What follows belongs to an exercise in optimizing a design on an open flow for small area and a short achievable clock period; a production flow would make more cautious choices. In this exercise RTL edits were held to simulation tests only and were not proved equivalent to the original. No activity file was given, so power comes from the tool's default toggle rates.

old:
==> flow/design.v (excerpt) <==
module akkanat (
    input  wire          clk_i,
    input  wire          rst_i,
    input  wire [31:0]   inst_i,
    input  wire [31:0]   data_mem_rdata_i,
    output wire [31:0]   pc_o,
    output wire [31:0]   data_mem_addr_o,
    output wire [31:0]   data_mem_wdata_o,
    output wire          data_mem_we_o,
    output wire [1023:0] regs_o,
    output wire [1:0]    cur_stage_o
);
    localparam S_F = 2'd0, S_D = 2'd1, S_E = 2'd2, S_W = 2'd3;
    reg  [1:0]  st;
    reg  [3:0]  cnt;       
    reg  [31:0] pc;
    reg  [31:0] ir;        
    reg  [31:0] ra;        
    reg  [31:0] rb;        
    reg  [31:0] xq;        
    reg  [31:0] res;       
    reg  [31:0] addr_q;
    reg  [31:0] wd_q;
    reg         we_q;
    reg         taken_q;
    reg         fnd_q;
    reg         gt_q;
    reg  [31:0] x3q;       
    reg  [31:0] rf [1:31];
    assign pc_o             = pc;
    assign cur_stage_o      = st;
    assign data_mem_addr_o  = addr_q;
    assign data_mem_wdata_o = wd_q;
    assign data_mem_we_o    = we_q;
    genvar g;
    assign regs_o[31:0] = 32'b0;
    generate
        for (g = 1; g < 32; g = g + 1) begin : dump
            assign regs_o[32*g +: 32] = rf[g];
        end
    endgenerate
    wire is_f = (st == S_F);
    wire is_d = (st == S_D);
    wire is_e = (st == S_E);
  ...
Size in the first run: about 9700 cells after synthesis, roughly 1200 I/O pins.
clock: 12.5 ns
lec_check: 0
cap_margin: 20
core_margin: 2
core_utilization: 50
cts_buf_list: sky130_fd_sc_hd__clkbuf_8 sky130_fd_sc_hd__clkbuf_16
cts_cluster_diameter: 60
cts_cluster_size: 40
place_density: 0.6
slew_margin: 20
synth_hierarchical: 1
standard.sh (not shown) runs the stock make flow with config.mk's settings and CLKGATE_MAP_FILE= SYNTH_SCRIPT=/design/flow/synth_recipe.tcl, a recipe that flattens the netlist after the stock synthesis.
==> flow/flow/run.sh <==
#!/bin/bash
# The standard layout (standard.sh: ORFS with the standard flow's config and synthesis), with
# these layout settings changed; the clock period and constraints are untouched:
#  - setup repair aims for a slack margin of MARGIN ns (flow/margin.txt), so that the
#    resizer also works on paths well inside the clock period;
#  - the resizer may swap cells of different footprints (MATCH_CELL_FOOTPRINT=0);
#  - port buffers are buf_1 cells;
#  - clock tree synthesis gets its arguments explicitly (the same as config.mk's CTS
#    settings give it) plus -dont_use_dummy_load, so it adds no dummy load cells.
# Every tool's output goes to ORFS's own logs under orfs/logs; make's output to standard.log.
set -uo pipefail
MARGIN=$(cat flow/margin.txt 2>/dev/null || echo 8)
bash standard.sh SETUP_SLACK_MARGIN=$MARGIN MATCH_CELL_FOOTPRINT=0 \
  "BUFFER_PORTS_ARGS=-buffer_cell sky130_fd_sc_hd__buf_1" \
  "CTS_ARGS=-sink_clustering_enable -repair_clock_nets -sink_clustering_size 40 -sink_clustering_max_diameter 60 -buf_list {sky130_fd_sc_hd__clkbuf_8 sky130_fd_sc_hd__clkbuf_16} -dont_use_dummy_load" \
  finish > standard.log 2>&1
==> flow/flow/margin.txt <==
8
[inputs] new vs old
- a change of CTS_CLUSTER_SIZE from 40 to 30
--- a/flow/flow/run.sh
+++ b/flow/flow/run.sh
@@ -13,4 +13,4 @@
 bash standard.sh SETUP_SLACK_MARGIN=$MARGIN MATCH_CELL_FOOTPRINT=0 \
   "BUFFER_PORTS_ARGS=-buffer_cell sky130_fd_sc_hd__buf_1" \
-  "CTS_ARGS=-sink_clustering_enable -repair_clock_nets -sink_clustering_size 40 -sink_clustering_max_diameter 60 -buf_list {sky130_fd_sc_hd__clkbuf_8 sky130_fd_sc_hd__clkbuf_16} -dont_use_dummy_load" \
+  "CTS_ARGS=-sink_clustering_enable -repair_clock_nets -sink_clustering_size 30 -sink_clustering_max_diameter 60 -buf_list {sky130_fd_sc_hd__clkbuf_8 sky130_fd_sc_hd__clkbuf_16} -dont_use_dummy_load" \
   finish > standard.log 2>&1
Findings:
- On number of cells in the finished layout apart from fillers, new and old are neck and neck.
- From old to new the numbers moved as follows: tightest slew margin relative to the limit comparable; total power comparable.
- The highest attainable clock frequency on new is in line with that on old.
- old → new: worst setup slack after layout moved down; routing usage on met1 moved up; data required time at the worst endpoint moved up.


akkanat, a different RTL version from the one above (not shown whole).
Size: roughly 9,700 cells after synthesis, ~1,200 I/O pins.
==> flow/design.v (excerpt) <==
module akkanat (
    input  wire          clk_i,
    input  wire          rst_i,
    input  wire [31:0]   inst_i,
    input  wire [31:0]   data_mem_rdata_i,
    output wire [31:0]   pc_o,
    output wire [31:0]   data_mem_addr_o,
    output wire [31:0]   data_mem_wdata_o,
    output wire          data_mem_we_o,
    output wire [1023:0] regs_o,
    output wire [1:0]    cur_stage_o
);
    localparam S_F = 2'd0, S_D = 2'd1, S_E = 2'd2, S_W = 2'd3;
    reg  [1:0]  st;
    reg  [3:0]  cnt;       
    reg  [31:0] pc;
    reg  [31:0] ir;        
    reg  [31:0] ra;        
    reg  [31:0] rb;        
    reg  [31:0] xq;        
    reg  [31:0] res;       
    reg  [31:0] addr_q;
    reg  [31:0] wd_q;
    reg         we_q;
    reg         taken_q;
    reg         fnd_q;
    reg         gt_q;
    reg  [31:0] x3q;       
    reg  [31:0] rf [1:31];
    assign pc_o             = pc;
    assign cur_stage_o      = st;
    assign data_mem_addr_o  = addr_q;
    assign data_mem_wdata_o = wd_q;
    assign data_mem_we_o    = we_q;
    genvar g;
    assign regs_o[31:0] = 32'b0;
    generate
  ...
clock: 12.5 ns
lec_check: 0
cap_margin: 20
core_margin: 2
core_utilization: 50
cts_buf_list: sky130_fd_sc_hd__clkbuf_8 sky130_fd_sc_hd__clkbuf_16
cts_cluster_diameter: 60
cts_cluster_size: 30
place_density: 0.6
slew_margin: 20
synth_hierarchical: 1
==> flow/flow/run.sh <==
#!/bin/bash
# The standard layout (standard.sh: ORFS with the standard flow's config and synthesis), with
# these layout settings changed; the clock period and constraints are untouched:
#  - setup repair aims for a slack margin (flow/margin.txt: one value up to and including
#    clock tree synthesis, a second one for the repair after global routing, which
#    makes up for the slack that detailed routing usually takes away), so that the
#    resizer also works on paths well inside the clock period;
#  - the resizer may swap cells of different footprints (MATCH_CELL_FOOTPRINT=0);
#  - port buffers are buf_1 cells;
#  - clock tree synthesis gets its arguments explicitly (the same as config.mk's CTS
#    settings give it) plus -dont_use_dummy_load, so it adds no dummy load cells.
# Every tool's output goes to ORFS's own logs under orfs/logs; make's output to
# standard_cts.log and standard.log.
set -uo pipefail
read -r M1 M2 < flow/margin.txt
M2=${M2:-$M1}
ARGS=(MATCH_CELL_FOOTPRINT=0
  "BUFFER_PORTS_ARGS=-buffer_cell sky130_fd_sc_hd__buf_1"
  "CTS_ARGS=-sink_clustering_enable -repair_clock_nets -sink_clustering_size 30 -sink_clustering_max_diameter 60 -buf_list {sky130_fd_sc_hd__clkbuf_8 sky130_fd_sc_hd__clkbuf_16} -dont_use_dummy_load")
bash standard.sh SETUP_SLACK_MARGIN=$M1 "${ARGS[@]}" cts > standard_cts.log 2>&1
bash standard.sh SETUP_SLACK_MARGIN=$M2 "${ARGS[@]}" finish > standard.log 2>&1
==> flow/flow/margin.txt <==
8 8.3
Change:
==> flow/flow/run.sh (replaced) <==
#!/bin/bash
# The standard layout (standard.sh: ORFS with the standard flow's config and synthesis), with
# three repair settings changed; the clock period and constraints are untouched:
#  - setup repair aims for a slack margin of MARGIN ns (flow/margin.txt), so that the
#    resizer also works on paths well inside the clock period;
#  - the resizer may swap cells of different footprints (MATCH_CELL_FOOTPRINT=0);
#  - port buffers are buf_1 cells.
# Every tool's output goes to ORFS's own logs under orfs/logs; make's output to standard.log.
set -uo pipefail
MARGIN=$(cat flow/margin.txt 2>/dev/null || echo 8)
bash standard.sh SETUP_SLACK_MARGIN=$MARGIN MATCH_CELL_FOOTPRINT=0 \
  "BUFFER_PORTS_ARGS=-buffer_cell sky130_fd_sc_hd__buf_1" finish > standard.log 2>&1
==> flow/flow/margin.txt (replaced) <==
8
What happened: Clock skew went down by 0.047 ns; worst setup slack is worse by 0.14 ns; wire length falls by 3.8%; sequential share of layout area rose by 1.3 points; design area came out lower by 4.0%; first-iteration DRC count goes down by 5.2%; fmax drops by 3.0%; clock-buffer cell count rises by 13; critical path depth decreases by 2.
Change:
==> flow/flow/run.sh (replaced) <==
#!/bin/bash
# The standard layout (standard.sh: ORFS with the standard flow's config and synthesis), with
# these layout settings changed; the clock period and constraints are untouched:
#  - setup repair aims for a slack margin of MARGIN ns (flow/margin.txt), so that the
#    resizer also works on paths well inside the clock period;
#  - the resizer may swap cells of different footprints (MATCH_CELL_FOOTPRINT=0);
#  - port buffers are buf_1 cells;
#  - clock tree synthesis gets its arguments explicitly (the same as config.mk's CTS
#    settings give it) plus -dont_use_dummy_load, so it adds no dummy load cells.
# Every tool's output goes to ORFS's own logs under orfs/logs; make's output to standard.log.
set -uo pipefail
MARGIN=$(cat flow/margin.txt 2>/dev/null || echo 8)
bash standard.sh SETUP_SLACK_MARGIN=$MARGIN MATCH_CELL_FOOTPRINT=0 \
  "BUFFER_PORTS_ARGS=-buffer_cell sky130_fd_sc_hd__buf_1" \
  "CTS_ARGS=-sink_clustering_enable -repair_clock_nets -sink_clustering_size 30 -sink_clustering_max_diameter 60 -buf_list {sky130_fd_sc_hd__clkbuf_8 sky130_fd_sc_hd__clkbuf_16} -dont_use_dummy_load" \
  finish > standard.log 2>&1
What happened: Core utilization decreases by 0.70 points; via count decreases by about 0.6%; design area decreases by 1.2%; critical path depth decreases by 1; first-iteration DRC count decreases by about 2.4%; area after synthesis does not change; setup slack is better by 0.048 ns; clock-buffer cell count decreases by 13; die area stays the same; sequential cell count stays the same.
Change:
==> flow/flow/margin.txt (replaced) <==
7.8
Maximum frequency went down by 7.0%; clock-buffer cell count is unchanged; non-clock buffer count falls by 71; flip-flop and latch count does not change; global-route usage came out higher by 0.10 points; area after synthesis is unchanged; sequential share of layout area came out higher by 0.48 points; worst hold slack barely changes; via count came out lower by 0.92%.
Change:
==> flow/flow/run.sh (replaced) <==
#!/bin/bash
# The standard layout (standard.sh: ORFS with the standard flow's config and synthesis), with
# three repair settings changed; the clock period and constraints are untouched:
#  - setup repair aims for a slack margin of MARGIN ns (flow/margin.txt), so that the
#    resizer also works on paths well inside the clock period;
#  - the resizer may swap cells of different footprints (MATCH_CELL_FOOTPRINT=0);
#  - port buffers are buf_1 cells.
# Every tool's output goes to ORFS's own logs under orfs/logs; make's output to standard.log.
set -uo pipefail
MARGIN=$(cat flow/margin.txt 2>/dev/null || echo 8)
bash standard.sh SETUP_SLACK_MARGIN=$MARGIN MATCH_CELL_FOOTPRINT=0 \
  "BUFFER_PORTS_ARGS=-buffer_cell sky130_fd_sc_hd__buf_1" finish > standard.log 2>&1
==> flow/flow/margin.txt (replaced) <==
8.15
After rerunning: Non-clock buffer count grows by 142; routed wire length increases by 3.1%; utilization rises by 2.8 points.

port drivers added, routing unchanged:
The flow's constraints put no driver on any port. The routed layouts listed below were extracted and timed again, unchanged, in two steps.
Step 1 sets driving cells, clkbuf_16 on the clock port and buf_2 on the other inputs (assumed; they add their load-dependent delay and slew).
Step 2 also shifts input and output timing later by t, the mid clock arrival at the registers, as if the neighbouring blocks saw the same clock.
Slacks: ideal ports / drivers / drivers and shift; pairs: ideal ports / drivers.
| run | t, ns | setup WS [ns] | worst setup path at the end | clock arrival spread, ns | worst data-port slew with drivers (ns) |
|---|---|---|---|---|---|
| old | 0.930 | 7.826 / 7.796 / 6.865 | input to register | 0.095 / 0.095 | 0.14 |
| new | 0.934 | 7.822 / 7.812 / 6.877 | input to register | 0.105 / 0.105 | 0.14 |
| the first run of note 2 | 0.923 | 7.909 / 7.909 / 7.030 | input to register | 0.111 / 0.111 | 0.18 |
| the second run of note 2 | 0.964 | 7.768 / 7.760 / 6.797 | input to register | 0.053 / 0.053 | 0.16 |
| the third run of note 2 | 0.927 | 7.816 / 7.751 / 6.824 | input to register | 0.112 / 0.112 | 0.16 |
| the fourth run of note 2 | 0.908 | 7.463 / 7.428 / 6.519 | input to register | 0.141 / 0.141 | 0.17 |
| the fifth run of note 2 | 0.965 | 7.801 / 7.836 / 6.871 | input to register | 0.063 / 0.062 | 0.18 |
After both steps setup and hold are still met in every run listed. The setup slack of the third run of note 2, which loses most, moves by -0.065 ns with the drivers and by -0.992 ns with both steps.
